This is an optimization exercise on Yosys and OpenROAD, whose aim is small area, not a production implementation.
The RTL was checked by simulation tests, not by an equivalence proof against the original design.
Power and IR drop assume default switching activity.

## ivn_top
module ivn_top (
    input clk,
    input reset,
    input [3:0] lane,
    input s,
    input s_valid,
    output [5:0] s_vn,
    output [5:0] s_vn_valid
);
    parameter WAIT = 2'd0;
    parameter STORE = 2'd1;
    parameter LOAD = 2'd2;
    reg [1:0] state;
    reg [1:0] next_state;
    reg [3:0] current_lane;
    reg wen;
    reg load;
    always @(*) begin
        case (state)
        WAIT: begin
            wen = 1'b0;
            load = 1'b0;
            next_state = (current_lane != lane) ? STORE : WAIT;
        end
        STORE: begin
            wen = 1'b1;
            load = 1'b0;
            next_state = LOAD;
        end
        LOAD: begin
            wen = 1'b0;
            load = 1'b1;
            next_state = WAIT;
        end
        default: begin
            wen = 1'b0;
            load = 1'b0;
            next_state = WAIT;
        end
        endcase
    end
    always @(posedge clk) begin
        if (reset) begin
            state <= WAIT;
            current_lane <= 4'd0;
        end else begin
            state <= next_state;
            if (load)
                current_lane <= lane;
        end
    end
    reg [3:0] pe;
  ...
clock: 10.0 ns
lec_check: 0
abc_area: 1
cap_margin: 20
core_margin: 2
core_utilization: 40
slew_margin: 20
standard.sh (not shown) runs the stock make flow with config.mk's settings and CLKGATE_MAP_FILE= SYNTH_SCRIPT=/design/flow/synth_recipe.tcl, a recipe that flattens the netlist after the stock synthesis.
==> flow/flow/run.sh <==
#!/bin/bash
# Own layout flow: the standard flow (standard.sh) with
#  - synthesis running ABC on an area script (flow/abc.script),
#  - port buffers of the smallest buffer cell,
#  - a clock tree of small clock buffers without dummy loads.
# Each step's full output goes to a log file of its own in this folder.
set -euo pipefail
W=$(pwd)
export OWN_ABC_SCRIPT=$W/flow/abc.script
bash standard.sh SYNTH_SCRIPT=$W/flow/synth.tcl synth > $W/log_synth.txt 2>&1
bash standard.sh SYNTH_SCRIPT=$W/flow/synth.tcl \
  "BUFFER_PORTS_ARGS=-buffer_cell sky130_fd_sc_hd__buf_1" \
  "CTS_ARGS=-sink_clustering_enable -repair_clock_nets -dont_use_dummy_load -buf_list {sky130_fd_sc_hd__clkbuf_2 sky130_fd_sc_hd__clkbuf_4}" \
  finish > $W/log_layout.txt 2>&1
==> flow/flow/abc.script <==
strash; dc2; &get -n; &st; &dch -f; &nf -R 1000 -a; &put
==> flow/flow/synth.tcl <==
# The standard synthesis script (synth_recipe.tcl), with Yosys's abc
# pass run on an area-oriented ABC script instead of ORFS's.
proc synth {args} { yosys synth -nofsm -noshare {*}$args }
proc abc {args} {
  set i [lsearch -exact $args -script]
  if {$i >= 0} { lset args [expr {$i + 1}] $::env(OWN_ABC_SCRIPT) }
  yosys abc {*}$args
}
source $::env(SCRIPTS_DIR)/synth.tcl
# left out here: clear keep_hierarchy, flatten, clean up, hide names made inside functions, write 1_2_yosys.v
Then changed:
==> flow/flow/abc.script (replaced) <==
strash; dc2; &get -n; &st; &dch; &nf -R 1000 -a; &put
- CORE_UTILIZATION: 40 -> 70
- GPL_TIMING_DRIVEN: not set -> 0
- PLACE_DENSITY: not set -> 0.8
Die area shrinks by 41%.
Hold slack loses 10 ps.
Setup slack got worse by 78 ps.
Utilization came out higher by 34 points.
Then changed:
==> flow/run.sh (new file) <==
#!/bin/bash
# synth_recipe.tcl (not shown) runs the flow's synth.tcl, then flattens the netlist and writes it again
# the make line also repeats each setting of config.mk as NAME=value (left out here)
make -C /OpenROAD-flow-scripts/flow DESIGN_CONFIG=/design/flow/config.mk WORK_HOME=/design/flow/orfs CLKGATE_MAP_FILE= SYNTH_SCRIPT=/design/flow/synth_recipe.tcl finish
- CORE_UTILIZATION: 70 -> 40
- GPL_TIMING_DRIVEN: 0 -> not set
- PLACE_DENSITY: 0.8 -> not set
removed: flow/flow/run.sh
removed: flow/flow/abc.script
removed: flow/flow/synth.tcl
removed: flow/standard.sh
What happened: The new run completed with no timing, DRC or antenna violations; clock power goes up by 77%; register-to-register slack gets worse by 40 ps; via count goes up by 25%; wire length goes up by 24%; utilization goes down by 32 points; area after synthesis goes up by 13%; hold slack gets worse by 39 ps; synthesized cell count goes up by 64%; total power goes up by 21%; setup slack gets worse by 21 ps; maximum frequency goes down by 0.31%.

[re-timing with driven ports]
No port has a modelled driver above. Below, the same layouts with a new extraction and two added sets of constraints.
Step 1 (the two cells are an assumption about what drives the block):
set clk [get_ports {clk}]
set_driving_cell -lib_cell sky130_fd_sc_hd__clkbuf_16 $clk
set_driving_cell -lib_cell sky130_fd_sc_hd__buf_2 [delete_from_list [all_inputs] $clk]
Step 2, shift: input delay + t, output delay - t, t = (earliest + latest rising clock arrival at the registers) / 2. This alone moves slack from input paths to output paths.
a / b / c = ideal ports / drivers / drivers and shift; a / b = the first two.
| run | t (ns) | setup WS [ns] | hold slack, ns | slew at the worst register clock pin (ns) |
|---|---|---|---|---|
| the first run | 0.428 | 3.446 / 3.424 / 3.424 | 0.468 / 0.468 / 0.468 | 0.11 / 0.11 |
| the second run | 0.440 | 3.368 / 3.344 / 3.344 | 0.457 / 0.457 / 0.457 | 0.12 / 0.12 |
| the third run | 0.388 | 3.347 / 3.327 / 3.327 | 0.418 / 0.418 / 0.418 | 0.08 / 0.08 |
After both steps setup and hold are still met in every run listed. For the second run, which loses most, drivers alone change the setup slack by -0.024 ns; drivers and shift together by -0.024 ns.
